From an optimization exercise on the open Yosys and OpenROAD flow, aimed at small area; shortcuts taken in it are not production practice.
Function was checked by simulation only, so behaviour that the tests miss may differ from the original.

==> design/flow/design.v <==
package poly_arith_pkg;
    parameter int DWIDTH        = 256;           
    parameter int KEEP_WIDTH    = DWIDTH / 8;    
    parameter int BYTE_SIZE     = 8;
    parameter int Q             = 3329;          
    parameter int N             = 256;           
    parameter int LOG_N         = 8;             
    parameter int COEFF_WIDTH   = 12;            
    parameter int STORE_WIDTH   = 16;            
    parameter int COEFFS_PER_BEAT = DWIDTH / STORE_WIDTH;
    parameter int BEATS_PER_POLY  = N / COEFFS_PER_BEAT;
    typedef logic [11:0] coeff_t;  
    parameter logic [11:0] OMEGA_4_NTT  = 12'd1729;    
    parameter logic [11:0] OMEGA_4_INTT = 12'd1600;    
    parameter logic [11:0] INV_2_MOD_Q  = 12'd1665;    
    typedef enum logic [3:0] {
        PE_MODE_CWM    = 4'b1000,  
        PE_MODE_NTT    = 4'b1010,  
        PE_MODE_INTT   = 4'b1111,  
        PE_MODE_ADDSUB = 4'b0011,  
        PE_MODE_COMP   = 4'b1100,  
        PE_MODE_DECOMP = 4'b0100   
    } pe_mode_e;
endpackage : poly_arith_pkg
module mod_add_sub_rc (
    input  logic [11:0] op1_i,
    input  logic [11:0] op2_i,
    input  logic        is_sub_i,
    output logic [11:0] result_o
);
    logic [12:0] t, u, k;
    logic [13:0] c;
    logic [12:0] cu;
    logic [11:0] bx;
    assign bx = op2_i ^ {12{is_sub_i}};
    assign c[0] = is_sub_i;
    for (genvar i = 0; i < 12; i++) begin : g_t
        assign t[i] = op1_i[i] ^ bx[i] ^ c[i];
        assign c[i+1] = (op1_i[i] & bx[i]) | (c[i] & (op1_i[i] ^ bx[i]));
    end
    assign t[12] = c[12] ^ is_sub_i;
    assign k = is_sub_i ? 13'd3329 : 13'd4863;
    assign cu[0] = 1'b0;
    for (genvar i = 0; i < 13; i++) begin : g_u
        assign u[i] = t[i] ^ k[i] ^ cu[i];
        if (i < 12) begin : g_c
            assign cu[i+1] = (t[i] & k[i]) | (cu[i] & (t[i] ^ k[i]));
        end
    end
    logic sel;
    assign sel = is_sub_i ? t[12] : ~u[12];
    assign result_o = sel ? u[11:0] : t[11:0];
endmodule
module mod_uni_add_sub (
    input  logic [11:0] op1_i,
    input  logic [11:0] op2_i,
    input  logic        is_sub_i,
    output logic [11:0] result_o
);
    logic [12:0] op2, sum, red;
    assign op2 = is_sub_i ? (13'd3329 - 13'(op2_i)) : 13'(op2_i);
    assign sum = 13'(op1_i) + op2;
    assign red = sum - 13'd3329;
    assign result_o = red[12] ? sum[11:0] : red[11:0];
endmodule
module mod_div_by_2 (
    input  logic [11:0] op_i,
    output logic [11:0] op_o
);
    assign op_o = {1'b0, op_i[11:1]} + (op_i[0] ? 12'd1665 : 12'd0);
endmodule
module mm_mul (
    input  logic [11:0] a_i,
    input  logic [11:0] b_i,
    output logic [23:0] p_o
);
    mul12 u_mul (.a(a_i), .b(b_i), .p(p_o));
endmodule
module mm_red (
    input  logic [23:0] p_i,
    output logic [11:0] r_o
);
    logic [3:0] l1_s;
    logic [11:0] l1;
    assign l1_s = p_i[15:12];
    assign l1[0] = (l1_s == 4'd1) | (l1_s == 4'd3) | (l1_s == 4'd6) | (l1_s == 4'd8) | (l1_s == 4'd9) | (l1_s == 4'd11) | (l1_s == 4'd13) | (l1_s == 4'd14);
    assign l1[1] = (l1_s == 4'd1) | (l1_s == 4'd2) | (l1_s == 4'd5) | (l1_s == 4'd8) | (l1_s == 4'd11) | (l1_s == 4'd12) | (l1_s == 4'd14) | (l1_s == 4'd15);
    assign l1[2] = (l1_s == 4'd1) | (l1_s == 4'd2) | (l1_s == 4'd3) | (l1_s == 4'd4) | (l1_s == 4'd8) | (l1_s == 4'd9) | (l1_s == 4'd10) | (l1_s == 4'd14) | (l1_s == 4'd15);
    assign l1[3] = (l1_s == 4'd1) | (l1_s == 4'd2) | (l1_s == 4'd3) | (l1_s == 4'd4) | (l1_s == 4'd5) | (l1_s == 4'd6) | (l1_s == 4'd7) | (l1_s == 4'd14) | (l1_s == 4'd15);
    assign l1[4] = (l1_s == 4'd1) | (l1_s == 4'd2) | (l1_s == 4'd3) | (l1_s == 4'd4) | (l1_s == 4'd5) | (l1_s == 4'd6) | (l1_s == 4'd7) | (l1_s == 4'd8) | (l1_s == 4'd9) | (l1_s == 4'd10) | (l1_s == 4'd11) | (l1_s == 4'd12) | (l1_s == 4'd13);
    assign l1[5] = (l1_s == 4'd1) | (l1_s == 4'd2) | (l1_s == 4'd3) | (l1_s == 4'd4) | (l1_s == 4'd5) | (l1_s == 4'd6) | (l1_s == 4'd7) | (l1_s == 4'd8) | (l1_s == 4'd9) | (l1_s == 4'd10) | (l1_s == 4'd11) | (l1_s == 4'd12) | (l1_s == 4'd13) | (l1_s == 4'd14) | (l1_s == 4'd15);
    assign l1[6] = (l1_s == 4'd1) | (l1_s == 4'd2) | (l1_s == 4'd3) | (l1_s == 4'd4) | (l1_s == 4'd5) | (l1_s == 4'd6) | (l1_s == 4'd7) | (l1_s == 4'd8) | (l1_s == 4'd9) | (l1_s == 4'd10) | (l1_s == 4'd11) | (l1_s == 4'd12) | (l1_s == 4'd13) | (l1_s == 4'd14) | (l1_s == 4'd15);
    assign l1[7] = (l1_s == 4'd1) | (l1_s == 4'd2) | (l1_s == 4'd3) | (l1_s == 4'd4) | (l1_s == 4'd5) | (l1_s == 4'd6) | (l1_s == 4'd7) | (l1_s == 4'd8) | (l1_s == 4'd9) | (l1_s == 4'd10) | (l1_s == 4'd11) | (l1_s == 4'd12) | (l1_s == 4'd13) | (l1_s == 4'd14) | (l1_s == 4'd15);
    assign l1[8] = (l1_s == 4'd2) | (l1_s == 4'd4) | (l1_s == 4'd5) | (l1_s == 4'd7) | (l1_s == 4'd10) | (l1_s == 4'd12) | (l1_s == 4'd15);
    assign l1[9] = (l1_s == 4'd1) | (l1_s == 4'd4) | (l1_s == 4'd7) | (l1_s == 4'd8) | (l1_s == 4'd10) | (l1_s == 4'd11) | (l1_s == 4'd14);
    assign l1[10] = (l1_s == 4'd2) | (l1_s == 4'd6) | (l1_s == 4'd7) | (l1_s == 4'd11) | (l1_s == 4'd13) | (l1_s == 4'd15);
    assign l1[11] = (l1_s == 4'd3) | (l1_s == 4'd4) | (l1_s == 4'd8) | (l1_s == 4'd12) | (l1_s == 4'd13);
    logic [3:0] l2_s;
    logic [11:0] l2;
    assign l2_s = p_i[19:16];
    assign l2[0] = (l2_s == 4'd1) | (l2_s == 4'd2) | (l2_s == 4'd3) | (l2_s == 4'd7) | (l2_s == 4'd8) | (l2_s == 4'd9) | (l2_s == 4'd13) | (l2_s == 4'd14) | (l2_s == 4'd15);
    assign l2[1] = (l2_s == 4'd4) | (l2_s == 4'd5) | (l2_s == 4'd6) | (l2_s == 4'd7) | (l2_s == 4'd8) | (l2_s == 4'd9);
    assign l2[2] = (l2_s == 4'd1) | (l2_s == 4'd3) | (l2_s == 4'd5) | (l2_s == 4'd7) | (l2_s == 4'd9) | (l2_s == 4'd10) | (l2_s == 4'd12) | (l2_s == 4'd14);
    assign l2[3] = (l2_s == 4'd1) | (l2_s == 4'd2) | (l2_s == 4'd5) | (l2_s == 4'd6) | (l2_s == 4'd9) | (l2_s == 4'd10) | (l2_s == 4'd11) | (l2_s == 4'd14) | (l2_s == 4'd15);
    assign l2[4] = (l2_s == 4'd2) | (l2_s == 4'd4) | (l2_s == 4'd5) | (l2_s == 4'd7) | (l2_s == 4'd10) | (l2_s == 4'd12) | (l2_s == 4'd15);
    assign l2[5] = (l2_s == 4'd1) | (l2_s == 4'd4) | (l2_s == 4'd7) | (l2_s == 4'd8) | (l2_s == 4'd10) | (l2_s == 4'd11) | (l2_s == 4'd14);
    assign l2[6] = (l2_s == 4'd1) | (l2_s == 4'd2) | (l2_s == 4'd3) | (l2_s == 4'd7) | (l2_s == 4'd8) | (l2_s == 4'd9) | (l2_s == 4'd14) | (l2_s == 4'd15);
    assign l2[7] = (l2_s == 4'd1) | (l2_s == 4'd2) | (l2_s == 4'd3) | (l2_s == 4'd4) | (l2_s == 4'd5) | (l2_s == 4'd6) | (l2_s == 4'd14) | (l2_s == 4'd15);
    assign l2[8] = (l2_s == 4'd4) | (l2_s == 4'd5) | (l2_s == 4'd6) | (l2_s == 4'd10) | (l2_s == 4'd11) | (l2_s == 4'd12) | (l2_s == 4'd14) | (l2_s == 4'd15);
    assign l2[9] = (l2_s == 4'd7) | (l2_s == 4'd8) | (l2_s == 4'd9) | (l2_s == 4'd10) | (l2_s == 4'd11) | (l2_s == 4'd12) | (l2_s == 4'd14) | (l2_s == 4'd15);
    assign l2[10] = (l2_s == 4'd2) | (l2_s == 4'd5) | (l2_s == 4'd8) | (l2_s == 4'd11) | (l2_s == 4'd13) | (l2_s == 4'd14);
    assign l2[11] = (l2_s == 4'd1) | (l2_s == 4'd4) | (l2_s == 4'd7) | (l2_s == 4'd10) | (l2_s == 4'd13);
    logic [3:0] l3_s;
    logic [11:0] l3;
    assign l3_s = p_i[23:20];
    assign l3[0] = (l3_s == 4'd2) | (l3_s == 4'd4) | (l3_s == 4'd6) | (l3_s == 4'd8) | (l3_s == 4'd10);
    assign l3[1] = (l3_s == 4'd1) | (l3_s == 4'd2) | (l3_s == 4'd5) | (l3_s == 4'd6) | (l3_s == 4'd9) | (l3_s == 4'd10);
    assign l3[2] = (l3_s == 4'd1) | (l3_s == 4'd4) | (l3_s == 4'd6) | (l3_s == 4'd7) | (l3_s == 4'd9);
    assign l3[3] = (l3_s == 4'd2) | (l3_s == 4'd5) | (l3_s == 4'd6) | (l3_s == 4'd8) | (l3_s == 4'd9);
    assign l3[4] = (l3_s == 4'd3) | (l3_s == 4'd4) | (l3_s == 4'd5) | (l3_s == 4'd6) | (l3_s == 4'd10);
    assign l3[5] = (l3_s == 4'd7) | (l3_s == 4'd8) | (l3_s == 4'd9) | (l3_s == 4'd10);
    assign l3[6] = (l3_s == 4'd1) | (l3_s == 4'd3) | (l3_s == 4'd5) | (l3_s == 4'd7) | (l3_s == 4'd9);
    assign l3[7] = (l3_s == 4'd1) | (l3_s == 4'd2) | (l3_s == 4'd5) | (l3_s == 4'd6) | (l3_s == 4'd9) | (l3_s == 4'd10);
    assign l3[8] = (l3_s == 4'd5) | (l3_s == 4'd6) | (l3_s == 4'd7) | (l3_s == 4'd8);
    assign l3[9] = (l3_s == 4'd5) | (l3_s == 4'd6) | (l3_s == 4'd7) | (l3_s == 4'd8) | (l3_s == 4'd9) | (l3_s == 4'd10);
    assign l3[10] = (l3_s == 4'd1) | (l3_s == 4'd2) | (l3_s == 4'd3) | (l3_s == 4'd4);
    assign l3[11] = (l3_s == 4'd1) | (l3_s == 4'd2) | (l3_s == 4'd3) | (l3_s == 4'd4) | (l3_s == 4'd5) | (l3_s == 4'd6) | (l3_s == 4'd7) | (l3_s == 4'd8) | (l3_s == 4'd9) | (l3_s == 4'd10);
    logic [13:0] s;
    assign s = 14'(l1) + 14'(l2) + 14'(l3) + 14'(p_i[11:0]);
    logic [12:0] k0, k1, f0, f1;
    always_comb begin
        case (s[13:12])
            2'd0: begin k0 = 13'd0; k1 = 13'd4863; end
            2'd1: begin k0 = 13'd767; k1 = 13'd5630; end
            2'd2: begin k0 = 13'd1534; k1 = 13'd6397; end
            default: begin k0 = 13'd2301; k1 = 13'd7164; end
        endcase
    end
    assign f0 = 13'(s[11:0]) + k0;    
    assign f1 = 13'(s[11:0]) + k1;    
    assign r_o = f1[12] ? f0[11:0] : f1[11:0];
endmodule
module mul12(input [11:0] a, input [11:0] b, output [23:0] p);
  wire [143:0] pp;
  assign pp[0] = (a[0] & b[0]);
  assign pp[1] = (a[0] & b[1]);
  assign pp[2] = (a[0] & b[2]);
  assign pp[3] = (a[0] & b[3]);
  assign pp[4] = (a[0] & b[4]);
  assign pp[5] = (a[0] & b[5]);
  assign pp[6] = (a[0] & b[6]);
  assign pp[7] = (a[0] & b[7]);
  assign pp[8] = (a[0] & b[8]);
  assign pp[9] = (a[0] & b[9]);
  assign pp[10] = (a[0] & b[10]);
  assign pp[11] = (a[0] & b[11]);
  assign pp[12] = (a[1] & b[0]);
  assign pp[13] = (a[1] & b[1]);
  assign pp[14] = (a[1] & b[2]);
  assign pp[15] = (a[1] & b[3]);
  assign pp[16] = (a[1] & b[4]);
  assign pp[17] = (a[1] & b[5]);
  assign pp[18] = (a[1] & b[6]);
  assign pp[19] = (a[1] & b[7]);
  assign pp[20] = (a[1] & b[8]);
  assign pp[21] = (a[1] & b[9]);
  assign pp[22] = (a[1] & b[10]);
  assign pp[23] = (a[1] & b[11]);
  assign pp[24] = (a[2] & b[0]);
  assign pp[25] = (a[2] & b[1]);
  assign pp[26] = (a[2] & b[2]);
  assign pp[27] = (a[2] & b[3]);
  assign pp[28] = (a[2] & b[4]);
  assign pp[29] = (a[2] & b[5]);
  assign pp[30] = (a[2] & b[6]);
  assign pp[31] = (a[2] & b[7]);
  assign pp[32] = (a[2] & b[8]);
  assign pp[33] = (a[2] & b[9]);
  assign pp[34] = (a[2] & b[10]);
  assign pp[35] = (a[2] & b[11]);
  assign pp[36] = (a[3] & b[0]);
  assign pp[37] = (a[3] & b[1]);
  assign pp[38] = (a[3] & b[2]);
  assign pp[39] = (a[3] & b[3]);
  assign pp[40] = (a[3] & b[4]);
  assign pp[41] = (a[3] & b[5]);
  assign pp[42] = (a[3] & b[6]);
  assign pp[43] = (a[3] & b[7]);
  assign pp[44] = (a[3] & b[8]);
  assign pp[45] = (a[3] & b[9]);
  assign pp[46] = (a[3] & b[10]);
  assign pp[47] = (a[3] & b[11]);
  assign pp[48] = (a[4] & b[0]);
  assign pp[49] = (a[4] & b[1]);
  assign pp[50] = (a[4] & b[2]);
  assign pp[51] = (a[4] & b[3]);
  assign pp[52] = (a[4] & b[4]);
  assign pp[53] = (a[4] & b[5]);
  assign pp[54] = (a[4] & b[6]);
  assign pp[55] = (a[4] & b[7]);
  assign pp[56] = (a[4] & b[8]);
  assign pp[57] = (a[4] & b[9]);
  assign pp[58] = (a[4] & b[10]);
  assign pp[59] = (a[4] & b[11]);
  assign pp[60] = (a[5] & b[0]);
  assign pp[61] = (a[5] & b[1]);
  assign pp[62] = (a[5] & b[2]);
  assign pp[63] = (a[5] & b[3]);
  assign pp[64] = (a[5] & b[4]);
  assign pp[65] = (a[5] & b[5]);
  assign pp[66] = (a[5] & b[6]);
  assign pp[67] = (a[5] & b[7]);
  assign pp[68] = (a[5] & b[8]);
  assign pp[69] = (a[5] & b[9]);
  assign pp[70] = (a[5] & b[10]);
  assign pp[71] = (a[5] & b[11]);
  assign pp[72] = (a[6] & b[0]);
  assign pp[73] = (a[6] & b[1]);
  assign pp[74] = (a[6] & b[2]);
  assign pp[75] = (a[6] & b[3]);
  assign pp[76] = (a[6] & b[4]);
  assign pp[77] = (a[6] & b[5]);
  assign pp[78] = (a[6] & b[6]);
  assign pp[79] = (a[6] & b[7]);
  assign pp[80] = (a[6] & b[8]);
  assign pp[81] = (a[6] & b[9]);
  assign pp[82] = (a[6] & b[10]);
  assign pp[83] = (a[6] & b[11]);
  assign pp[84] = (a[7] & b[0]);
  assign pp[85] = (a[7] & b[1]);
  assign pp[86] = (a[7] & b[2]);
  assign pp[87] = (a[7] & b[3]);
  assign pp[88] = (a[7] & b[4]);
  assign pp[89] = (a[7] & b[5]);
  assign pp[90] = (a[7] & b[6]);
  assign pp[91] = (a[7] & b[7]);
  assign pp[92] = (a[7] & b[8]);
  assign pp[93] = (a[7] & b[9]);
  assign pp[94] = (a[7] & b[10]);
  assign pp[95] = (a[7] & b[11]);
  assign pp[96] = (a[8] & b[0]);
  assign pp[97] = (a[8] & b[1]);
  assign pp[98] = (a[8] & b[2]);
  assign pp[99] = (a[8] & b[3]);
  assign pp[100] = (a[8] & b[4]);
  assign pp[101] = (a[8] & b[5]);
  assign pp[102] = (a[8] & b[6]);
  assign pp[103] = (a[8] & b[7]);
  assign pp[104] = (a[8] & b[8]);
  assign pp[105] = (a[8] & b[9]);
  assign pp[106] = (a[8] & b[10]);
  assign pp[107] = (a[8] & b[11]);
  assign pp[108] = (a[9] & b[0]);
  assign pp[109] = (a[9] & b[1]);
  assign pp[110] = (a[9] & b[2]);
  assign pp[111] = (a[9] & b[3]);
  assign pp[112] = (a[9] & b[4]);
  assign pp[113] = (a[9] & b[5]);
  assign pp[114] = (a[9] & b[6]);
  assign pp[115] = (a[9] & b[7]);
  assign pp[116] = (a[9] & b[8]);
  assign pp[117] = (a[9] & b[9]);
  assign pp[118] = (a[9] & b[10]);
  assign pp[119] = (a[9] & b[11]);
  assign pp[120] = (a[10] & b[0]);
  assign pp[121] = (a[10] & b[1]);
  assign pp[122] = (a[10] & b[2]);
  assign pp[123] = (a[10] & b[3]);
  assign pp[124] = (a[10] & b[4]);
  assign pp[125] = (a[10] & b[5]);
  assign pp[126] = (a[10] & b[6]);
  assign pp[127] = (a[10] & b[7]);
  assign pp[128] = (a[10] & b[8]);
  assign pp[129] = (a[10] & b[9]);
  assign pp[130] = (a[10] & b[10]);
  assign pp[131] = (a[10] & b[11]);
  assign pp[132] = (a[11] & b[0]);
  assign pp[133] = (a[11] & b[1]);
  assign pp[134] = (a[11] & b[2]);
  assign pp[135] = (a[11] & b[3]);
  assign pp[136] = (a[11] & b[4]);
  assign pp[137] = (a[11] & b[5]);
  assign pp[138] = (a[11] & b[6]);
  assign pp[139] = (a[11] & b[7]);
  assign pp[140] = (a[11] & b[8]);
  assign pp[141] = (a[11] & b[9]);
  assign pp[142] = (a[11] & b[10]);
  assign pp[143] = (a[11] & b[11]);
  wire mul12_t1 = pp[9] ^ pp[20];
  wire mul12_t2 = pp[9] & pp[20];
  wire mul12_t3 = pp[10] ^ pp[21] ^ pp[32];
  wire mul12_t4 = (pp[10] & pp[21]) | (pp[10] & pp[32]) | (pp[21] & pp[32]);
  wire mul12_t5 = pp[43] ^ pp[54];
  wire mul12_t6 = pp[43] & pp[54];
  wire mul12_t7 = pp[11] ^ pp[22] ^ pp[33];
  wire mul12_t8 = (pp[11] & pp[22]) | (pp[11] & pp[33]) | (pp[22] & pp[33]);
  wire mul12_t9 = pp[44] ^ pp[55] ^ pp[66];
  wire mul12_t10 = (pp[44] & pp[55]) | (pp[44] & pp[66]) | (pp[55] & pp[66]);
  wire mul12_t11 = pp[77] ^ pp[88];
  wire mul12_t12 = pp[77] & pp[88];
  wire mul12_t13 = pp[23] ^ pp[34] ^ pp[45];
  wire mul12_t14 = (pp[23] & pp[34]) | (pp[23] & pp[45]) | (pp[34] & pp[45]);
  wire mul12_t15 = pp[56] ^ pp[67] ^ pp[78];
  wire mul12_t16 = (pp[56] & pp[67]) | (pp[56] & pp[78]) | (pp[67] & pp[78]);
  wire mul12_t17 = pp[89] ^ pp[100];
  wire mul12_t18 = pp[89] & pp[100];
  wire mul12_t19 = pp[35] ^ pp[46] ^ pp[57];
  wire mul12_t20 = (pp[35] & pp[46]) | (pp[35] & pp[57]) | (pp[46] & pp[57]);
  wire mul12_t21 = pp[68] ^ pp[79] ^ pp[90];
  wire mul12_t22 = (pp[68] & pp[79]) | (pp[68] & pp[90]) | (pp[79] & pp[90]);
  wire mul12_t23 = pp[47] ^ pp[58] ^ pp[69];
  wire mul12_t24 = (pp[47] & pp[58]) | (pp[47] & pp[69]) | (pp[58] & pp[69]);
  wire mul12_t25 = pp[6] ^ pp[17];
  wire mul12_t26 = pp[6] & pp[17];
  wire mul12_t27 = pp[7] ^ pp[18] ^ pp[29];
  wire mul12_t28 = (pp[7] & pp[18]) | (pp[7] & pp[29]) | (pp[18] & pp[29]);
  wire mul12_t29 = pp[40] ^ pp[51];
  wire mul12_t30 = pp[40] & pp[51];
  wire mul12_t31 = pp[8] ^ pp[19] ^ pp[30];
  wire mul12_t32 = (pp[8] & pp[19]) | (pp[8] & pp[30]) | (pp[19] & pp[30]);
  wire mul12_t33 = pp[41] ^ pp[52] ^ pp[63];
  wire mul12_t34 = (pp[41] & pp[52]) | (pp[41] & pp[63]) | (pp[52] & pp[63]);
  wire mul12_t35 = pp[74] ^ pp[85];
  wire mul12_t36 = pp[74] & pp[85];
  wire mul12_t37 = mul12_t1 ^ pp[31] ^ pp[42];
  wire mul12_t38 = (mul12_t1 & pp[31]) | (mul12_t1 & pp[42]) | (pp[31] & pp[42]);
  wire mul12_t39 = pp[53] ^ pp[64] ^ pp[75];
  wire mul12_t40 = (pp[53] & pp[64]) | (pp[53] & pp[75]) | (pp[64] & pp[75]);
  wire mul12_t41 = pp[86] ^ pp[97] ^ pp[108];
  wire mul12_t42 = (pp[86] & pp[97]) | (pp[86] & pp[108]) | (pp[97] & pp[108]);
  wire mul12_t43 = mul12_t2 ^ mul12_t3 ^ mul12_t5;
  wire mul12_t44 = (mul12_t2 & mul12_t3) | (mul12_t2 & mul12_t5) | (mul12_t3 & mul12_t5);
  wire mul12_t45 = pp[65] ^ pp[76] ^ pp[87];
  wire mul12_t46 = (pp[65] & pp[76]) | (pp[65] & pp[87]) | (pp[76] & pp[87]);
  wire mul12_t47 = pp[98] ^ pp[109] ^ pp[120];
  wire mul12_t48 = (pp[98] & pp[109]) | (pp[98] & pp[120]) | (pp[109] & pp[120]);
  wire mul12_t49 = mul12_t4 ^ mul12_t6 ^ mul12_t7;
  wire mul12_t50 = (mul12_t4 & mul12_t6) | (mul12_t4 & mul12_t7) | (mul12_t6 & mul12_t7);
  wire mul12_t51 = mul12_t9 ^ mul12_t11 ^ pp[99];
  wire mul12_t52 = (mul12_t9 & mul12_t11) | (mul12_t9 & pp[99]) | (mul12_t11 & pp[99]);
  wire mul12_t53 = pp[110] ^ pp[121] ^ pp[132];
  wire mul12_t54 = (pp[110] & pp[121]) | (pp[110] & pp[132]) | (pp[121] & pp[132]);
  wire mul12_t55 = mul12_t8 ^ mul12_t10 ^ mul12_t12;
  wire mul12_t56 = (mul12_t8 & mul12_t10) | (mul12_t8 & mul12_t12) | (mul12_t10 & mul12_t12);
  wire mul12_t57 = mul12_t13 ^ mul12_t15 ^ mul12_t17;
  wire mul12_t58 = (mul12_t13 & mul12_t15) | (mul12_t13 & mul12_t17) | (mul12_t15 & mul12_t17);
  wire mul12_t59 = pp[111] ^ pp[122] ^ pp[133];
  wire mul12_t60 = (pp[111] & pp[122]) | (pp[111] & pp[133]) | (pp[122] & pp[133]);
  wire mul12_t61 = mul12_t14 ^ mul12_t16 ^ mul12_t18;
  wire mul12_t62 = (mul12_t14 & mul12_t16) | (mul12_t14 & mul12_t18) | (mul12_t16 & mul12_t18);
  wire mul12_t63 = mul12_t19 ^ mul12_t21 ^ pp[101];
  wire mul12_t64 = (mul12_t19 & mul12_t21) | (mul12_t19 & pp[101]) | (mul12_t21 & pp[101]);
  wire mul12_t65 = pp[112] ^ pp[123] ^ pp[134];
  wire mul12_t66 = (pp[112] & pp[123]) | (pp[112] & pp[134]) | (pp[123] & pp[134]);
  wire mul12_t67 = mul12_t20 ^ mul12_t22 ^ mul12_t23;
  wire mul12_t68 = (mul12_t20 & mul12_t22) | (mul12_t20 & mul12_t23) | (mul12_t22 & mul12_t23);
  wire mul12_t69 = pp[80] ^ pp[91] ^ pp[102];
  wire mul12_t70 = (pp[80] & pp[91]) | (pp[80] & pp[102]) | (pp[91] & pp[102]);
  wire mul12_t71 = pp[113] ^ pp[124] ^ pp[135];
  wire mul12_t72 = (pp[113] & pp[124]) | (pp[113] & pp[135]) | (pp[124] & pp[135]);
  wire mul12_t73 = mul12_t24 ^ pp[59] ^ pp[70];
  wire mul12_t74 = (mul12_t24 & pp[59]) | (mul12_t24 & pp[70]) | (pp[59] & pp[70]);
  wire mul12_t75 = pp[81] ^ pp[92] ^ pp[103];
  wire mul12_t76 = (pp[81] & pp[92]) | (pp[81] & pp[103]) | (pp[92] & pp[103]);
  wire mul12_t77 = pp[114] ^ pp[125] ^ pp[136];
  wire mul12_t78 = (pp[114] & pp[125]) | (pp[114] & pp[136]) | (pp[125] & pp[136]);
  wire mul12_t79 = pp[71] ^ pp[82] ^ pp[93];
  wire mul12_t80 = (pp[71] & pp[82]) | (pp[71] & pp[93]) | (pp[82] & pp[93]);
  wire mul12_t81 = pp[104] ^ pp[115] ^ pp[126];
  wire mul12_t82 = (pp[104] & pp[115]) | (pp[104] & pp[126]) | (pp[115] & pp[126]);
  wire mul12_t83 = pp[83] ^ pp[94] ^ pp[105];
  wire mul12_t84 = (pp[83] & pp[94]) | (pp[83] & pp[105]) | (pp[94] & pp[105]);
  wire mul12_t85 = pp[4] ^ pp[15];
  wire mul12_t86 = pp[4] & pp[15];
  wire mul12_t87 = pp[5] ^ pp[16] ^ pp[27];
  wire mul12_t88 = (pp[5] & pp[16]) | (pp[5] & pp[27]) | (pp[16] & pp[27]);
  wire mul12_t89 = pp[38] ^ pp[49];
  wire mul12_t90 = pp[38] & pp[49];
  wire mul12_t91 = mul12_t25 ^ pp[28] ^ pp[39];
  wire mul12_t92 = (mul12_t25 & pp[28]) | (mul12_t25 & pp[39]) | (pp[28] & pp[39]);
  wire mul12_t93 = pp[50] ^ pp[61] ^ pp[72];
  wire mul12_t94 = (pp[50] & pp[61]) | (pp[50] & pp[72]) | (pp[61] & pp[72]);
  wire mul12_t95 = mul12_t26 ^ mul12_t27 ^ mul12_t29;
  wire mul12_t96 = (mul12_t26 & mul12_t27) | (mul12_t26 & mul12_t29) | (mul12_t27 & mul12_t29);
  wire mul12_t97 = pp[62] ^ pp[73] ^ pp[84];
  wire mul12_t98 = (pp[62] & pp[73]) | (pp[62] & pp[84]) | (pp[73] & pp[84]);
  wire mul12_t99 = mul12_t28 ^ mul12_t30 ^ mul12_t31;
  wire mul12_t100 = (mul12_t28 & mul12_t30) | (mul12_t28 & mul12_t31) | (mul12_t30 & mul12_t31);
  wire mul12_t101 = mul12_t33 ^ mul12_t35 ^ pp[96];
  wire mul12_t102 = (mul12_t33 & mul12_t35) | (mul12_t33 & pp[96]) | (mul12_t35 & pp[96]);
  wire mul12_t103 = mul12_t32 ^ mul12_t34 ^ mul12_t36;
  wire mul12_t104 = (mul12_t32 & mul12_t34) | (mul12_t32 & mul12_t36) | (mul12_t34 & mul12_t36);
  wire mul12_t105 = mul12_t37 ^ mul12_t39 ^ mul12_t41;
  wire mul12_t106 = (mul12_t37 & mul12_t39) | (mul12_t37 & mul12_t41) | (mul12_t39 & mul12_t41);
  wire mul12_t107 = mul12_t38 ^ mul12_t40 ^ mul12_t42;
  wire mul12_t108 = (mul12_t38 & mul12_t40) | (mul12_t38 & mul12_t42) | (mul12_t40 & mul12_t42);
  wire mul12_t109 = mul12_t43 ^ mul12_t45 ^ mul12_t47;
  wire mul12_t110 = (mul12_t43 & mul12_t45) | (mul12_t43 & mul12_t47) | (mul12_t45 & mul12_t47);
  wire mul12_t111 = mul12_t44 ^ mul12_t46 ^ mul12_t48;
  wire mul12_t112 = (mul12_t44 & mul12_t46) | (mul12_t44 & mul12_t48) | (mul12_t46 & mul12_t48);
  wire mul12_t113 = mul12_t49 ^ mul12_t51 ^ mul12_t53;
  wire mul12_t114 = (mul12_t49 & mul12_t51) | (mul12_t49 & mul12_t53) | (mul12_t51 & mul12_t53);
  wire mul12_t115 = mul12_t50 ^ mul12_t52 ^ mul12_t54;
  wire mul12_t116 = (mul12_t50 & mul12_t52) | (mul12_t50 & mul12_t54) | (mul12_t52 & mul12_t54);
  wire mul12_t117 = mul12_t55 ^ mul12_t57 ^ mul12_t59;
  wire mul12_t118 = (mul12_t55 & mul12_t57) | (mul12_t55 & mul12_t59) | (mul12_t57 & mul12_t59);
  wire mul12_t119 = mul12_t56 ^ mul12_t58 ^ mul12_t60;
  wire mul12_t120 = (mul12_t56 & mul12_t58) | (mul12_t56 & mul12_t60) | (mul12_t58 & mul12_t60);
  wire mul12_t121 = mul12_t61 ^ mul12_t63 ^ mul12_t65;
  wire mul12_t122 = (mul12_t61 & mul12_t63) | (mul12_t61 & mul12_t65) | (mul12_t63 & mul12_t65);
  wire mul12_t123 = mul12_t62 ^ mul12_t64 ^ mul12_t66;
  wire mul12_t124 = (mul12_t62 & mul12_t64) | (mul12_t62 & mul12_t66) | (mul12_t64 & mul12_t66);
  wire mul12_t125 = mul12_t67 ^ mul12_t69 ^ mul12_t71;
  wire mul12_t126 = (mul12_t67 & mul12_t69) | (mul12_t67 & mul12_t71) | (mul12_t69 & mul12_t71);
  wire mul12_t127 = mul12_t68 ^ mul12_t70 ^ mul12_t72;
  wire mul12_t128 = (mul12_t68 & mul12_t70) | (mul12_t68 & mul12_t72) | (mul12_t70 & mul12_t72);
  wire mul12_t129 = mul12_t73 ^ mul12_t75 ^ mul12_t77;
  wire mul12_t130 = (mul12_t73 & mul12_t75) | (mul12_t73 & mul12_t77) | (mul12_t75 & mul12_t77);
  wire mul12_t131 = mul12_t74 ^ mul12_t76 ^ mul12_t78;
  wire mul12_t132 = (mul12_t74 & mul12_t76) | (mul12_t74 & mul12_t78) | (mul12_t76 & mul12_t78);
  wire mul12_t133 = mul12_t79 ^ mul12_t81 ^ pp[137];
  wire mul12_t134 = (mul12_t79 & mul12_t81) | (mul12_t79 & pp[137]) | (mul12_t81 & pp[137]);
  wire mul12_t135 = mul12_t80 ^ mul12_t82 ^ mul12_t83;
  wire mul12_t136 = (mul12_t80 & mul12_t82) | (mul12_t80 & mul12_t83) | (mul12_t82 & mul12_t83);
  wire mul12_t137 = pp[116] ^ pp[127] ^ pp[138];
  wire mul12_t138 = (pp[116] & pp[127]) | (pp[116] & pp[138]) | (pp[127] & pp[138]);
  wire mul12_t139 = mul12_t84 ^ pp[95] ^ pp[106];
  wire mul12_t140 = (mul12_t84 & pp[95]) | (mul12_t84 & pp[106]) | (pp[95] & pp[106]);
  wire mul12_t141 = pp[117] ^ pp[128] ^ pp[139];
  wire mul12_t142 = (pp[117] & pp[128]) | (pp[117] & pp[139]) | (pp[128] & pp[139]);
  wire mul12_t143 = pp[107] ^ pp[118] ^ pp[129];
  wire mul12_t144 = (pp[107] & pp[118]) | (pp[107] & pp[129]) | (pp[118] & pp[129]);
  wire mul12_t145 = pp[3] ^ pp[14];
  wire mul12_t146 = pp[3] & pp[14];
  wire mul12_t147 = mul12_t85 ^ pp[26] ^ pp[37];
  wire mul12_t148 = (mul12_t85 & pp[26]) | (mul12_t85 & pp[37]) | (pp[26] & pp[37]);
  wire mul12_t149 = mul12_t86 ^ mul12_t87 ^ mul12_t89;
  wire mul12_t150 = (mul12_t86 & mul12_t87) | (mul12_t86 & mul12_t89) | (mul12_t87 & mul12_t89);
  wire mul12_t151 = mul12_t88 ^ mul12_t90 ^ mul12_t91;
  wire mul12_t152 = (mul12_t88 & mul12_t90) | (mul12_t88 & mul12_t91) | (mul12_t90 & mul12_t91);
  wire mul12_t153 = mul12_t92 ^ mul12_t94 ^ mul12_t95;
  wire mul12_t154 = (mul12_t92 & mul12_t94) | (mul12_t92 & mul12_t95) | (mul12_t94 & mul12_t95);
  wire mul12_t155 = mul12_t96 ^ mul12_t98 ^ mul12_t99;
  wire mul12_t156 = (mul12_t96 & mul12_t98) | (mul12_t96 & mul12_t99) | (mul12_t98 & mul12_t99);
  wire mul12_t157 = mul12_t100 ^ mul12_t102 ^ mul12_t103;
  wire mul12_t158 = (mul12_t100 & mul12_t102) | (mul12_t100 & mul12_t103) | (mul12_t102 & mul12_t103);
  wire mul12_t159 = mul12_t104 ^ mul12_t106 ^ mul12_t107;
  wire mul12_t160 = (mul12_t104 & mul12_t106) | (mul12_t104 & mul12_t107) | (mul12_t106 & mul12_t107);
  wire mul12_t161 = mul12_t108 ^ mul12_t110 ^ mul12_t111;
  wire mul12_t162 = (mul12_t108 & mul12_t110) | (mul12_t108 & mul12_t111) | (mul12_t110 & mul12_t111);
  wire mul12_t163 = mul12_t112 ^ mul12_t114 ^ mul12_t115;
  wire mul12_t164 = (mul12_t112 & mul12_t114) | (mul12_t112 & mul12_t115) | (mul12_t114 & mul12_t115);
  wire mul12_t165 = mul12_t116 ^ mul12_t118 ^ mul12_t119;
  wire mul12_t166 = (mul12_t116 & mul12_t118) | (mul12_t116 & mul12_t119) | (mul12_t118 & mul12_t119);
  wire mul12_t167 = mul12_t120 ^ mul12_t122 ^ mul12_t123;
  wire mul12_t168 = (mul12_t120 & mul12_t122) | (mul12_t120 & mul12_t123) | (mul12_t122 & mul12_t123);
  wire mul12_t169 = mul12_t124 ^ mul12_t126 ^ mul12_t127;
  wire mul12_t170 = (mul12_t124 & mul12_t126) | (mul12_t124 & mul12_t127) | (mul12_t126 & mul12_t127);
  wire mul12_t171 = mul12_t128 ^ mul12_t130 ^ mul12_t131;
  wire mul12_t172 = (mul12_t128 & mul12_t130) | (mul12_t128 & mul12_t131) | (mul12_t130 & mul12_t131);
  wire mul12_t173 = mul12_t132 ^ mul12_t134 ^ mul12_t135;
  wire mul12_t174 = (mul12_t132 & mul12_t134) | (mul12_t132 & mul12_t135) | (mul12_t134 & mul12_t135);
  wire mul12_t175 = mul12_t136 ^ mul12_t138 ^ mul12_t139;
  wire mul12_t176 = (mul12_t136 & mul12_t138) | (mul12_t136 & mul12_t139) | (mul12_t138 & mul12_t139);
  wire mul12_t177 = mul12_t140 ^ mul12_t142 ^ mul12_t143;
  wire mul12_t178 = (mul12_t140 & mul12_t142) | (mul12_t140 & mul12_t143) | (mul12_t142 & mul12_t143);
  wire mul12_t179 = mul12_t144 ^ pp[119] ^ pp[130];
  wire mul12_t180 = (mul12_t144 & pp[119]) | (mul12_t144 & pp[130]) | (pp[119] & pp[130]);
  wire mul12_t181 = pp[2] ^ pp[13];
  wire mul12_t182 = pp[2] & pp[13];
  wire mul12_t183 = mul12_t145 ^ pp[25] ^ pp[36];
  wire mul12_t184 = (mul12_t145 & pp[25]) | (mul12_t145 & pp[36]) | (pp[25] & pp[36]);
  wire mul12_t185 = mul12_t146 ^ mul12_t147 ^ pp[48];
  wire mul12_t186 = (mul12_t146 & mul12_t147) | (mul12_t146 & pp[48]) | (mul12_t147 & pp[48]);
  wire mul12_t187 = mul12_t148 ^ mul12_t149 ^ pp[60];
  wire mul12_t188 = (mul12_t148 & mul12_t149) | (mul12_t148 & pp[60]) | (mul12_t149 & pp[60]);
  wire mul12_t189 = mul12_t150 ^ mul12_t151 ^ mul12_t93;
  wire mul12_t190 = (mul12_t150 & mul12_t151) | (mul12_t150 & mul12_t93) | (mul12_t151 & mul12_t93);
  wire mul12_t191 = mul12_t152 ^ mul12_t153 ^ mul12_t97;
  wire mul12_t192 = (mul12_t152 & mul12_t153) | (mul12_t152 & mul12_t97) | (mul12_t153 & mul12_t97);
  wire mul12_t193 = mul12_t154 ^ mul12_t155 ^ mul12_t101;
  wire mul12_t194 = (mul12_t154 & mul12_t155) | (mul12_t154 & mul12_t101) | (mul12_t155 & mul12_t101);
  wire mul12_t195 = mul12_t156 ^ mul12_t157 ^ mul12_t105;
  wire mul12_t196 = (mul12_t156 & mul12_t157) | (mul12_t156 & mul12_t105) | (mul12_t157 & mul12_t105);
  wire mul12_t197 = mul12_t158 ^ mul12_t159 ^ mul12_t109;
  wire mul12_t198 = (mul12_t158 & mul12_t159) | (mul12_t158 & mul12_t109) | (mul12_t159 & mul12_t109);
  wire mul12_t199 = mul12_t160 ^ mul12_t161 ^ mul12_t113;
  wire mul12_t200 = (mul12_t160 & mul12_t161) | (mul12_t160 & mul12_t113) | (mul12_t161 & mul12_t113);
  wire mul12_t201 = mul12_t162 ^ mul12_t163 ^ mul12_t117;
  wire mul12_t202 = (mul12_t162 & mul12_t163) | (mul12_t162 & mul12_t117) | (mul12_t163 & mul12_t117);
  wire mul12_t203 = mul12_t164 ^ mul12_t165 ^ mul12_t121;
  wire mul12_t204 = (mul12_t164 & mul12_t165) | (mul12_t164 & mul12_t121) | (mul12_t165 & mul12_t121);
  wire mul12_t205 = mul12_t166 ^ mul12_t167 ^ mul12_t125;
  wire mul12_t206 = (mul12_t166 & mul12_t167) | (mul12_t166 & mul12_t125) | (mul12_t167 & mul12_t125);
  wire mul12_t207 = mul12_t168 ^ mul12_t169 ^ mul12_t129;
  wire mul12_t208 = (mul12_t168 & mul12_t169) | (mul12_t168 & mul12_t129) | (mul12_t169 & mul12_t129);
  wire mul12_t209 = mul12_t170 ^ mul12_t171 ^ mul12_t133;
  wire mul12_t210 = (mul12_t170 & mul12_t171) | (mul12_t170 & mul12_t133) | (mul12_t171 & mul12_t133);
  wire mul12_t211 = mul12_t172 ^ mul12_t173 ^ mul12_t137;
  wire mul12_t212 = (mul12_t172 & mul12_t173) | (mul12_t172 & mul12_t137) | (mul12_t173 & mul12_t137);
  wire mul12_t213 = mul12_t174 ^ mul12_t175 ^ mul12_t141;
  wire mul12_t214 = (mul12_t174 & mul12_t175) | (mul12_t174 & mul12_t141) | (mul12_t175 & mul12_t141);
  wire mul12_t215 = mul12_t176 ^ mul12_t177 ^ pp[140];
  wire mul12_t216 = (mul12_t176 & mul12_t177) | (mul12_t176 & pp[140]) | (mul12_t177 & pp[140]);
  wire mul12_t217 = mul12_t178 ^ mul12_t179 ^ pp[141];
  wire mul12_t218 = (mul12_t178 & mul12_t179) | (mul12_t178 & pp[141]) | (mul12_t179 & pp[141]);
  wire mul12_t219 = mul12_t180 ^ pp[131] ^ pp[142];
  wire mul12_t220 = (mul12_t180 & pp[131]) | (mul12_t180 & pp[142]) | (pp[131] & pp[142]);
  wire [23:0] ra = {1'b0, mul12_t220, mul12_t218, mul12_t216, mul12_t214, mul12_t212, mul12_t210, mul12_t208, mul12_t206, mul12_t204, mul12_t202, mul12_t200, mul12_t198, mul12_t196, mul12_t194, mul12_t192, mul12_t190, mul12_t188, mul12_t186, mul12_t184, mul12_t182, mul12_t181, pp[1], pp[0]};
  wire [23:0] rb = {1'b0, pp[143], mul12_t219, mul12_t217, mul12_t215, mul12_t213, mul12_t211, mul12_t209, mul12_t207, mul12_t205, mul12_t203, mul12_t201, mul12_t199, mul12_t197, mul12_t195, mul12_t193, mul12_t191, mul12_t189, mul12_t187, mul12_t185, mul12_t183, pp[24], pp[12], 1'b0};
  assign p = ra + rb;
endmodule
module pe_unit (
    input   logic           clk,
    input   logic           rst,
    input   logic           valid_i,
    input   logic [3:0]     ctrl_i,
    input   logic           mode_i,
    input   poly_arith_pkg::coeff_t         op_a0_i,
    input   poly_arith_pkg::coeff_t         op_a1_i,
    input   poly_arith_pkg::coeff_t         op_a2_i,
    input   poly_arith_pkg::coeff_t         op_a3_i,
    input   poly_arith_pkg::coeff_t         op_b0_i,
    input   poly_arith_pkg::coeff_t         op_b1_i,
    input   poly_arith_pkg::coeff_t         op_b2_i,
    input   poly_arith_pkg::coeff_t         op_b3_i,
    output  poly_arith_pkg::coeff_t         z0_o,
    output  poly_arith_pkg::coeff_t         z1_o,
    output  poly_arith_pkg::coeff_t         z2_o,
    output  poly_arith_pkg::coeff_t         z3_o,
    output  logic           valid_o
);
    logic m_as, m_comp, m_intt, m_ntt, m_cwm;
    assign m_as   = ~ctrl_i[3] & ~ctrl_i[2];                
    assign m_comp =  ctrl_i[2] & ~ctrl_i[1];                
    assign m_intt =  ctrl_i[2] &  ctrl_i[1];                
    assign m_ntt  =  ctrl_i[3] & ~ctrl_i[2] &  ctrl_i[1];   
    assign m_cwm  =  ctrl_i[3] & ~ctrl_i[2] & ~ctrl_i[1];   
    logic r_as, r_comp, r_intt, r_ntt, r_cwm, r_intt4, r_lat4;
    always_ff @(posedge clk) begin
        r_as    <= m_as;
        r_comp  <= m_comp;
        r_intt  <= m_intt;
        r_ntt   <= m_ntt;
        r_cwm   <= m_cwm;
        r_intt4 <= m_intt & ~mode_i;                 
        r_lat4  <= (m_ntt | m_intt) & mode_i;        
    end
    logic [8:1] v;
    always_ff @(posedge clk) begin
        if (rst) begin
            v <= '0;
        end else begin
            v[1] <= valid_i;
            v[2] <= v[1] & ~r_as;
            v[3] <= v[2];
            v[4] <= v[3] & ~r_comp;
            v[5] <= v[4] & ~r_lat4;
            v[6] <= v[5];
            v[7] <= v[6];
            v[8] <= v[7];
        end
    end
    assign valid_o = r_as ? v[1] : r_comp ? v[3] : r_lat4 ? v[4] : v[8];
    logic [7:0][11:0] b1;
    logic [5:0][11:0] d2;
    logic [3:0][11:0] d3;
    logic [4:0][11:0] d4;
    logic [2:0][11:0] d5;
    logic [2:0][11:0] d6;
    logic [3:0][11:0] d7;
    logic [3:0][11:0] z;
    logic [3:0][23:0] p;      
    logic [3:0][11:0] r;      
    logic [3:0][11:0] ma, mb;
    logic [3:0][23:0] mp;
    logic [3:0][11:0] mr;
    assign ma[0] = r_intt4 ? d2[1] : b1[2];
    assign mb[0] = r_intt4 ? d2[3] : b1[4];
    assign ma[1] = r_intt4 ? d4[1] : b1[1];
    assign mb[1] = r_intt4 ? d4[3] : b1[5];
    assign ma[2] = r_intt4 ? d4[2] : b1[3];
    assign mb[2] = r_intt4 ? d4[4] : b1[6];
    assign ma[3] = (r_ntt | r_cwm) ? d4[3] : r_comp ? b1[0] : b1[2];
    assign mb[3] = (r_ntt | r_cwm) ? d4[4] : b1[7];
    for (genvar k = 0; k < 4; k++) begin : g_mm
        mm_mul u_mul (.a_i(ma[k]), .b_i(mb[k]), .p_o(mp[k]));
        mm_red u_red (.p_i(p[k]), .r_o(mr[k]));
    end
    logic [7:0][11:0] as_a, as_b, as_r;
    logic [7:0]       as_sub;
    assign as_a[0]   = m_ntt ? d3[0] : op_a0_i;
    assign as_b[0]   = m_ntt ? r[0] : m_as ? op_b0_i : op_a1_i;
    assign as_sub[0] = m_as & mode_i;
    assign as_a[1]   = m_ntt ? d3[0] : m_as ? op_a1_i : op_a0_i;
    assign as_b[1]   = m_ntt ? r[0] : m_as ? op_b1_i : op_a1_i;
    assign as_sub[1] = m_as ? mode_i : ~m_cwm;
    assign as_a[2]   = (m_ntt | m_cwm) ? r[1] : op_a2_i;
    assign as_b[2]   = (m_ntt | m_cwm) ? r[2] : m_as ? op_b2_i : op_a3_i;
    assign as_sub[2] = m_as & mode_i;
    assign as_a[3]   = m_ntt ? r[1] : m_as ? op_a3_i : op_a2_i;
    assign as_b[3]   = m_ntt ? r[2] : m_as ? op_b3_i : op_a3_i;
    assign as_sub[3] = m_as ? mode_i : ~m_cwm;
    assign as_a[4]   = r_intt ? b1[0] : d4[0];
    assign as_b[4]   = r_intt ? b1[1] : d4[2];
    assign as_sub[4] = 1'b0;
    assign as_a[5]   = as_a[4];
    assign as_b[5]   = as_b[4];
    assign as_sub[5] = 1'b1;
    assign as_a[6]   = r_intt ? d3[1] : d6[2];
    assign as_b[6]   = r[3];
    assign as_sub[6] = 1'b0;
    assign as_a[7]   = r_intt ? r[3] : d6[2];
    assign as_b[7]   = r_intt ? d3[1] : r[3];
    assign as_sub[7] = 1'b1;
    for (genvar k = 0; k < 4; k++) begin : g_as_fast
        mod_uni_add_sub u_as (.op1_i(as_a[k]), .op2_i(as_b[k]), .is_sub_i(as_sub[k]), .result_o(as_r[k]));
    end
    for (genvar k = 4; k < 8; k++) begin : g_as_rc
        mod_add_sub_rc u_as (.op1_i(as_a[k]), .op2_i(as_b[k]), .is_sub_i(as_sub[k]), .result_o(as_r[k]));
    end
    logic [11:0] h_in, h_q, h_z0, h_z2;
    mod_div_by_2 u_div_q  (.op_i(d2[0]), .op_o(h_q));
    assign h_in = r_intt4 ? h_q : d2[0];
    mod_div_by_2 u_div_z0 (.op_i(h_in), .op_o(h_z0));
    mod_div_by_2 u_div_z2 (.op_i(r[0]), .op_o(h_z2));
    always_ff @(posedge clk) begin
        b1[0] <= m_intt ? as_r[0] : op_a0_i;
        b1[1] <= m_intt ? as_r[2] : m_cwm ? op_a0_i : op_a1_i;
        b1[2] <= (m_intt | m_cwm) ? as_r[1] : op_a2_i;
        b1[3] <= m_intt ? as_r[3] : m_cwm ? op_a1_i : op_a3_i;
        b1[4] <= m_cwm ? as_r[3] : m_comp ? op_b2_i : op_b0_i;
        b1[5] <= m_cwm ? op_a2_i : op_b1_i;
        b1[6] <= m_cwm ? op_a3_i : m_comp ? op_b3_i : op_b2_i;
        b1[7] <= (m_comp | m_cwm) ? op_b0_i : op_b3_i;
        p <= mp;
        r <= mr;
        d2[0] <= r_intt4 ? as_r[4] : b1[0];
        d2[1] <= r_intt4 ? as_r[5] : b1[7];
        d2[2] <= b1[3];
        d2[3] <= b1[4];
        d2[4] <= b1[5];
        d2[5] <= b1[6];
        d3[0] <= r_intt ? h_z0 : d2[0];
        d3[1] <= r_intt4 ? d2[2] : d2[1];
        d3[2] <= d2[4];
        d3[3] <= d2[5];
        d4[0] <= r_ntt ? as_r[0] : r_cwm ? r[0] : d3[0];
        d4[1] <= r_ntt ? as_r[1] : r_cwm ? r[1] : as_r[6];
        d4[2] <= r_intt ? as_r[7] : as_r[2];
        d4[3] <= r_ntt ? as_r[3] : r_cwm ? r[2] : d3[2];
        d4[4] <= r_intt ? d3[3] : d3[1];
        d5[0] <= r_intt ? d4[0] : as_r[4];
        d5[1] <= r_intt ? h_z2 : as_r[5];
        d5[2] <= d4[1];
        d6 <= d5;
        d7[0] <= d6[0];
        d7[1] <= r_intt ? r[1] : r_cwm ? as_r[6] : d6[1];
        d7[2] <= r_ntt ? as_r[6] : d6[1];
        d7[3] <= r_intt ? r[2] : as_r[7];
        if (m_as) begin
            z <= as_r[3:0];
        end else if (r_comp) begin
            z[0] <= mr[3]; z[1] <= mr[1]; z[2] <= mr[0]; z[3] <= mr[2];
        end else if (r_lat4) begin
            if (r_ntt) begin
                z <= as_r[3:0];
            end else begin
                z[0] <= d3[0]; z[1] <= r[0]; z[2] <= r[1]; z[3] <= r[2];
            end
        end else begin
            z <= d7;
        end
    end
    assign z0_o = z[0];
    assign z1_o = z[1];
    assign z2_o = z[2];
    assign z3_o = z[3];
endmodule
==> design/flow/run.sh <==
#!/bin/bash
# synth_recipe.tcl (not shown) runs the flow's synth.tcl, then flattens the netlist and writes it again
# the make line also repeats each setting of config.mk as NAME=value (left out here)
make -C /OpenROAD-flow-scripts/flow DESIGN_CONFIG=/design/flow/config.mk WORK_HOME=/design/flow/orfs CLKGATE_MAP_FILE= SYNTH_SCRIPT=/design/flow/synth_recipe.tcl finish
==> design/flow/config.mk <==
export PLATFORM = sky130hd
export DESIGN_NAME = pe_unit
export DESIGN_NICKNAME = pe_unit
export VERILOG_FILES = /design/flow/design.v
export SDC_FILE = /design/flow/constraint.sdc
export NUM_CORES = 4
export LEC_CHECK = 0
export CAP_MARGIN = 20
export CORE_MARGIN = 2
export CORE_UTILIZATION = 25
export PLACE_DENSITY = 0.38
export SLEW_MARGIN = 20
==> design/flow/constraint.sdc <==
create_clock -name core_clock -period 9.5 [get_ports {clk}]
set_input_delay 1.9000 -clock core_clock [delete_from_list [all_inputs] [get_ports {clk}]]
set_output_delay 1.9000 -clock core_clock [all_outputs]
set_load 0.01 [all_outputs]
==> flow_metrics.env, run 1 <==
export IMPL_clock_fmax_mhz=114.2
export IMPL_synth_cell_types=92
export IMPL_cp_max_fo=10
export IMPL_yosysMostFrequentCell="inv_1"
export IMPL_grt_pass1_vias=47710
export IMPL_synth_avg_cell_area_um2=8.408
export IMPL_setup_worst_path_end="z[34]"
export IMPL_cp_end_kind="flip-flop"
export IMPL_yosysSeqAreaShare=0.2098
export IMPL_antenna_found_initial=15
export IMPL_maxCapViolations=0
export IMPL_synth_edff_count=0
export IMPL_regToRegStartpoint="p[19]"
export IMPL_syn_to_final_growth_pct=14.34
export IMPL_finalSetupTns_ns=0
export IMPL_holdWs_ns=0.3217
export IMPL_crit_path_max_incr_delay_ns=0.54
export IMPL_layout_drive_gt1_share=0.09405
export IMPL_critPathArrivalTime_ns=9.29
export IMPL_synth_top_area_share=0.2098
export IMPL_slew_headroom=0.1791
export IMPL_worstSkewPairLatency_ns=0.70
export IMPL_final_period_utilization=0.9221
export IMPL_stdcell_count=10020
export IMPL_routed_wl_um=228700
export IMPL_cpMaxStageDelayCell="a21oi_1"
export IMPL_clock_path_buffers=3
export IMPL_fillers=24730
export IMPL_globalplace_congestion=0.9030
export IMPL_grt_max_degree=104
export IMPL_nets=7970
export IMPL_drt_iter0_markers=3214
export IMPL_r2r_slack_ns=0.74
export IMPL_r2r_end="z[34]"
export IMPL_cp_required_ns=10.03
export IMPL_core_area_um2=229500
export IMPL_min_path_type="flip-flop to flip-flop"
export IMPL_period_minus_slack_ns=8.760
export IMPL_crit_top_cell="a21oi_1"
export IMPL_start_util=0.2508
export IMPL_ant_nets=0
export IMPL_drc=0
export IMPL_rr_worst_depth=39
export IMPL_clkTransAtPathRegs_ns=0.06
export IMPL_outcome="no timing/DRC/antenna violations"
export IMPL_die_y_um=483.8
export IMPL_synth_top_area_cell="dfxtp_1"
export IMPL_overflow=0
export IMPL_die_w_um=483.8
export IMPL_avgViaCountPerCell=4.775
export IMPL_clock_skew_ns=0.05613
export IMPL_grt_pass1_wl_um=332200
export IMPL_hpwl_um=185000
export IMPL_routedWlPerCell_um=22.83
export IMPL_worst_setup_path_start_kind="flip-flop"
export IMPL_synth_area_leaders="dfxtp_1 21%, fa_1 18%, ha_1 9.3%, inv_1 6.4%, nor2_1 5.3%"
export IMPL_rows=176
export IMPL_setup_violations=0
export IMPL_cts_setup_buffers=0
export IMPL_crit_family="compound AO/OA/AOI/OAI gates"
export IMPL_die_area_um2=234100
export IMPL_synth_seq_cells=603
export IMPL_io_pins=153
export IMPL_firstDrtPassIters=7
export IMPL_crit_buf_inv=3
export IMPL_synthCells=6845
export IMPL_synth_flop_cell="dfxtp_1"
export IMPL_place_inst=9876
export IMPL_cts_sinks=603
export IMPL_synthArstFlopShare=0
export IMPL_root_buffer="clkbuf_16"
export IMPL_syn_area_um2=57550
export IMPL_drv_slew=0
export IMPL_synth_warnings=2
export IMPL_synth_top_cells_by_count="986 x inv_1, 819 x nor2_1, 603 x dfxtp_1"
export IMPL_cp_depth=39
export IMPL_num_vias=47830
export IMPL_grtUsageTotal=0.1920
export IMPL_cts_htree_levels=3
export IMPL_synth_nets=7888
export IMPL_worstMarginPinSlew_ns=1.223
export IMPL_cts_tree="done"
export IMPL_min_from="d2[48]"
export IMPL_hold_violations=0
export IMPL_fin_util=0.2868
export IMPL_rsz0062_at_grt="no"
export IMPL_port_buffers=151
export IMPL_cp_startpoint="p[19]"
export IMPL_crit_type="flip-flop to flip-flop"
export IMPL_numCtsBuffers=75
[logic make-up after synthesis]
group                    count (synthesis)  synth area share
AND/OR/NAND/NOR                       1803            0.1415
AO/OA/AOI/OAI                         1384            0.1535
multiplexers                           436           0.07964
flip-flops                             603            0.2098
adder cells (fa/ha/maj)                939            0.2709
XOR/XNOR                               365           0.05777
buffers and inverters                 1315           0.08694
[timing repair]
| item | CTS | global route |
|---|---|---|
| setup endpoints to repair | 0 | 18 |
| endpoints found under the hold margin | 0 | 0 |
| hold buffers | 0 | 0 |
| gates resized for setup | 0 | 12 |
[per-stage QoR]
| stage | instance area (um^2) | setup slack, ns |
|---|---|---|
| final | 65800 | 0.7402 |
| after global routing | 65790 | 0.002077 |
| after CTS | 65750 | 0.2520 |
| after detailed placement | 63050 | 0.2889 |
| after global placement | 63050 | 0.3587 |
| after floorplan | 57550 | 1.672 |
[routing by layer]
| layer | vias up | wire (um) | GRT usage |
|---|---|---|---|
| li1 | 22780 | - | - |
| met1 | 23520 | 108800 | 0.2720 |
| met2 | 1278 | 101800 | 0.3049 |
| met3 | 251 | 11150 | 0.02361 |
| met4 | 4 | 6925 | 0.05347 |
| met5 | - | 25 | 0 |
[how the worst min path moves through the flow]
stage	cells past startpoint	end	slack (ns)
4_1_cts	0	d3[44]	0.33
2_1_floorplan	0	d3[24]	0.31
6_report	0	d3[24]	0.32
3_3_place_gp	0	d7[9]	0.31
5_1_grt	0	d6[26]	0.32
3_5_place_dp	0	d3[27]	0.31
[cell type report]
cell class | count | area (um^2) | area share
repair buffers | 330 | 2880 | 0.04377
clock inverters | 36 | 609.3 | 0.009260
clock buffers | 100 | 2092 | 0.03179
well taps | 3026 | 3786 | 0.05754
inverters | 990 | 3716 | 0.05647
multi-input cells | 4927 | 40610 | 0.6172
diodes | 5 | 12.51 | 0.0001901
flip-flops and latches | 603 | 12090 | 0.1838
[registers in the layout (all words and copies together) (netlist names), 8 cells and up]
name  cells
b1       96
d2       72
d3       48
d4       60
d5       36
d6       36
d7       48
p        96
r        48
v         8
z        48
[cells in the final DEF (no fill, tap or decap), types with 83 or more instances in the layout]
master and n:
a211oi_1 83, a21o_1 100, a21oi_1 389, buf_4 177, clkdlybuf4s50_1 151, dfxtp_1 595
fa_1 512, ha_1 427, inv_1 986, mux2_2 175, mux2i_1 248, nand2_1 393
nor2_1 816, nor2b_1 108, nor3_1 85, o21ai_0 332, or2_2 116, xnor2_1 226
xor2_1 128
==> run 2, diff against run 1 <==
--- a/design/flow/design.v
+++ b/design/flow/design.v
@@ -125,8 +125,16 @@
     assign l3[9] = (l3_s == 4'd5) | (l3_s == 4'd6) | (l3_s == 4'd7) | (l3_s == 4'd8) | (l3_s == 4'd9) | (l3_s == 4'd10);
     assign l3[10] = (l3_s == 4'd1) | (l3_s == 4'd2) | (l3_s == 4'd3) | (l3_s == 4'd4);
     assign l3[11] = (l3_s == 4'd1) | (l3_s == 4'd2) | (l3_s == 4'd3) | (l3_s == 4'd4) | (l3_s == 4'd5) | (l3_s == 4'd6) | (l3_s == 4'd7) | (l3_s == 4'd8) | (l3_s == 4'd9) | (l3_s == 4'd10);
+    logic [11:0] x1, y1;
+    assign x1 = l1 ^ l2 ^ l3;
+    assign y1 = (l1 & l2) | (l1 & l3) | (l2 & l3);
+    logic [12:0] x2, y2, e1, e2;
+    assign e1 = {y1, 1'b0};
+    assign e2 = {1'b0, p_i[11:0]};
+    assign x2 = {1'b0, x1} ^ e1 ^ e2;
+    assign y2 = ({1'b0, x1} & e1) | ({1'b0, x1} & e2) | (e1 & e2);
     logic [13:0] s;
-    assign s = 14'(l1) + 14'(l2) + 14'(l3) + 14'(p_i[11:0]);
+    assign s = 14'(x2) + {y2, 1'b0};
     logic [12:0] k0, k1, f0, f1;
     always_comb begin
         case (s[13:12])
@@ -136,8 +144,17 @@
             default: begin k0 = 13'd2301; k1 = 13'd7164; end
         endcase
     end
-    assign f0 = 13'(s[11:0]) + k0;    
-    assign f1 = 13'(s[11:0]) + k1;    
+    logic [13:0] c0, c1;
+    logic [12:0] sl;
+    assign sl = {1'b0, s[11:0]};
+    assign c0[0] = 1'b0;
+    assign c1[0] = 1'b0;
+    for (genvar i = 0; i < 13; i++) begin : g_f
+        assign f0[i] = sl[i] ^ k0[i] ^ c0[i];
+        assign c0[i+1] = (sl[i] & k0[i]) | (c0[i] & (sl[i] ^ k0[i]));
+        assign f1[i] = sl[i] ^ k1[i] ^ c1[i];
+        assign c1[i+1] = (sl[i] & k1[i]) | (c1[i] & (sl[i] ^ k1[i]));
+    end
     assign r_o = f1[12] ? f0[11:0] : f1[11:0];
 endmodule
 module mul12(input [11:0] a, input [11:0] b, output [23:0] p);
@@ -508,7 +525,22 @@
   wire mul12_t220 = (mul12_t180 & pp[131]) | (mul12_t180 & pp[142]) | (pp[131] & pp[142]);
   wire [23:0] ra = {1'b0, mul12_t220, mul12_t218, mul12_t216, mul12_t214, mul12_t212, mul12_t210, mul12_t208, mul12_t206, mul12_t204, mul12_t202, mul12_t200, mul12_t198, mul12_t196, mul12_t194, mul12_t192, mul12_t190, mul12_t188, mul12_t186, mul12_t184, mul12_t182, mul12_t181, pp[1], pp[0]};
   wire [23:0] rb = {1'b0, pp[143], mul12_t219, mul12_t217, mul12_t215, mul12_t213, mul12_t211, mul12_t209, mul12_t207, mul12_t205, mul12_t203, mul12_t201, mul12_t199, mul12_t197, mul12_t195, mul12_t193, mul12_t191, mul12_t189, mul12_t187, mul12_t185, mul12_t183, pp[24], pp[12], 1'b0};
-  assign p = ra + rb;
+  wire [6:0] lc; assign lc[0] = 1'b0;
+  wire [5:0] lo;
+  assign lo[0] = ra[0] ^ rb[0] ^ lc[0];
+  assign lc[1] = (ra[0] & rb[0]) | (lc[0] & (ra[0] ^ rb[0]));
+  assign lo[1] = ra[1] ^ rb[1] ^ lc[1];
+  assign lc[2] = (ra[1] & rb[1]) | (lc[1] & (ra[1] ^ rb[1]));
+  assign lo[2] = ra[2] ^ rb[2] ^ lc[2];
+  assign lc[3] = (ra[2] & rb[2]) | (lc[2] & (ra[2] ^ rb[2]));
+  assign lo[3] = ra[3] ^ rb[3] ^ lc[3];
+  assign lc[4] = (ra[3] & rb[3]) | (lc[3] & (ra[3] ^ rb[3]));
+  assign lo[4] = ra[4] ^ rb[4] ^ lc[4];
+  assign lc[5] = (ra[4] & rb[4]) | (lc[4] & (ra[4] ^ rb[4]));
+  assign lo[5] = ra[5] ^ rb[5] ^ lc[5];
+  assign lc[6] = (ra[5] & rb[5]) | (lc[5] & (ra[5] ^ rb[5]));
+  wire [17:0] hi = ra[23:6] + rb[23:6] + lc[6];
+  assign p = {hi, lo};
 endmodule
 module pe_unit (
     input   logic           clk,
==> run 2 against run 1 <==
  * Non-clock buffer count grew 139
  * Cell count down 6.9%
  * Synthesized area decreased by 5.2%
  * Setup slack lost 0.26 ns
  * Sequential share of layout area up 0.61 points
  * First-iteration DRC count grew 3.4%
  * Flip-flop and latch count unchanged
  * Die area is 5.1% lower
==> flow_metrics.env, run 2 <==
export IMPL_outcome="no timing/DRC/antenna violations"
export IMPL_synth_top_cells_by_count="803 x nor2_1, 772 x inv_1, 624 x fa_1"
export IMPL_cts_tree="done"
export IMPL_clock_fmax_mhz=110.9
export IMPL_numCtsBuffers=79
export IMPL_slew_headroom=0.2360
export IMPL_grt_max_degree=62
export IMPL_cpMaxStageDelayCell="fa_1"
export IMPL_die_y_um=471.2
export IMPL_cp_required_ns=10.15
export IMPL_holdWs_ns=0.3129
export IMPL_layout_drive_gt1_share=0.1282
export IMPL_crit_path_max_incr_delay_ns=0.53
export IMPL_start_util=0.2513
export IMPL_synth_cell_types=104
export IMPL_avgViaCountPerCell=4.776
export IMPL_antenna_found_initial=16
export IMPL_cts_htree_levels=3
export IMPL_ff_latch_area_um2=12100
export IMPL_rr_worst_depth=38
export IMPL_synthCells=6167
export IMPL_syn_area_um2=54570
export IMPL_yosysMostFrequentCell="nor2_1"
export IMPL_worstHoldPathCells=0
export IMPL_syn_to_final_growth_pct=16.79
export IMPL_firstDrtPassIters=6
export IMPL_crit_type="flip-flop to flip-flop"
export IMPL_core_area_um2=217200
export IMPL_met3_length_um=12360
export IMPL_top_regs="b1 (96), p (96), d2 (72)"
export IMPL_fillers=22990
export IMPL_clock_skew_ns=0.06294
export IMPL_grtUsageTotal=0.1966
export IMPL_min_from="d6[10]"
export IMPL_synth_warnings=2
export IMPL_clock_path_buffers=3
export IMPL_critPathArrivalTime_ns=9.67
export IMPL_hold_buffers=0
export IMPL_die_area_um2=222100
export IMPL_drt_iter0_markers=3323
export IMPL_synth_seq_cells=603
export IMPL_top_layer="met5"
export IMPL_routedWlPerCell_um=23.76
export IMPL_port_buffers=151
export IMPL_overflow=0
export IMPL_root_buffer="clkbuf_16"
export IMPL_globalplace_congestion=0.9197
export IMPL_synth_nets=7218
export IMPL_grt_pass1_vias=44760
export IMPL_worstSkewPairLatency_ns=0.73
export IMPL_drc=0
export IMPL_synth_avg_cell_area_um2=8.849
export IMPL_holdPathEnd="d7[10]"
export IMPL_rows=171
export IMPL_synth_flop_cell="dfxtp_1"
export IMPL_multiInputGateArea_um2=38600
export IMPL_synthArstFlopShare=0
export IMPL_routed_wl_um=221700
export IMPL_nets=7460
export IMPL_worst_setup_path_start_kind="flip-flop"
export IMPL_regToRegStartpoint="p[36]"
export IMPL_crit_top_cell="fa_1"
export IMPL_synth_area_leaders="fa_1 23%, dfxtp_1 22%, ha_1 7.4%, nor2_1 5.5%, inv_1 5.3%"
export IMPL_cts_sinks=603
export IMPL_hold_violations=0
export IMPL_num_vias=44560
export IMPL_synth_edff_count=0
export IMPL_maxCapViolations=0
-- run 2: changes by cell type after synthesis, sizes merged, moves of 52 or more --
cell	change
xnor2	-65
nand2	-53
o21ai	-52
fa	+112
a21oi	-58
ha	-104
inv	-212
-- run 2: cell families after synthesis --
| kind of cell | Yosys count | share of synthesized area |
|---|---|---|
| buffers and inverters | 1087 | 0.07676 |
| adder cells (fa/ha/maj) | 947 | 0.3029 |
| AO/OA/AOI/OAI | 1172 | 0.1364 |
| AND/OR/NAND/NOR | 1685 | 0.1398 |
| XOR/XNOR | 260 | 0.04370 |
| multiplexers | 413 | 0.07926 |
| flip-flops | 603 | 0.2212 |
-- run 2: critical path: cells and delay by family (launching register included) --
| family | cells | cell delay, ns |
|---|---|---|
| AND/OR/NAND/NOR | 3 | 0.28 |
| XOR/XNOR | 3 | 0.46 |
| buffers and inverters | 8 | 1.03 |
| flip-flops | 1 | 0.35 |
| adder cells (fa/ha/maj) | 14 | 5.24 |
| AO/OA/AOI/OAI | 10 | 1.59 |
-- run 2: how the worst max path moves through the flow --
| stage | startpoint | end | slack (ns) | cells past startpoint |
|---|---|---|---|---|
| finish | p[36] | z[23] | 0.48 | 38 |
| global route | p[84] | z[9] | -0.02 | 37 |
| CTS | p[67] | z[47] | 0.006 | 38 |
| detailed placement | p[60] | z[47] | -0.17 | 38 |
| global placement | p[60] | z[47] | -0.20 | 38 |
| floorplan | p[60] | z[47] | 0.36 | 37 |
-- run 2: timing repair --
| item | in CTS | in global routing |
|---|---|---|
| setup endpoints to repair | 9 | 42 |
| resized for setup | 11 | 56 |
| pin swaps | 0 | 7 |
| setup buffers | 0 | 1 |
-- run 2: per-layer routing --
metal  vias to the layer above  global-route usage
li1                      20770                   -
met4                        10             0.06028
met3                       238             0.02945
met2                      1178              0.3070
met5                         -                   0
met1                     22360              0.2779
-- run 2: cell type report --
class | instances | share of cell area
Multi-Input combinational cell | 4477 | 0.6055
Sequential cell | 603 | 0.1899
Timing Repair Buffer | 469 | 0.06109
Tap cell | 2854 | 0.05602
Inverter | 779 | 0.04592
Clock buffer | 102 | 0.03394
Clock inverter | 42 | 0.007479
Antenna cell | 4 | 0.0001570
-- run 2: per-stage QoR --
stage / utilization / setup slack [ns] / TNS (ns) / cells
after floorplan: - / 0.3582 / 0 / 6167
after global placement: 0.2802 / -0.1986 / -0.3427 / 9181
after detailed placement: 0.2802 / -0.1688 / -0.4056 / 9181
after CTS: 0.2925 / 0.006131 / 0 / 9325
after global routing: 0.2935 / -0.01799 / -0.04499 / 9326
final: 0.2935 / 0.4799 / 0 / 9330

## static timing again, ports no longer ideal
How much do the figures lean on ideal ports? The routed layouts below were timed once more, with nothing changed but the port constraints. Step 1 (the two cells are an assumption about what drives the block):
set clk [get_ports {clk}]
set_driving_cell -lib_cell sky130_fd_sc_hd__clkbuf_16 $clk
set_driving_cell -lib_cell sky130_fd_sc_hd__buf_2 [delete_from_list [all_inputs] $clk]
Step 2 also shifts input and output timing later by t, the mid clock arrival at the registers, as if the neighbouring blocks saw the same clock. Slacks: ideal ports / drivers / drivers and shift; pairs: ideal ports / drivers.
run	t, ns	slack for setup (ns)	cell pins on the clock port's net
run 1	0.771	0.740 / 0.740 / 0.586	1
run 2	0.786	0.480 / 0.480 / 0.480	1
After both steps every run listed still meets setup and hold. The setup slack of run 1, which loses most, moves by 0.000 ns with the drivers and by -0.154 ns with both steps.
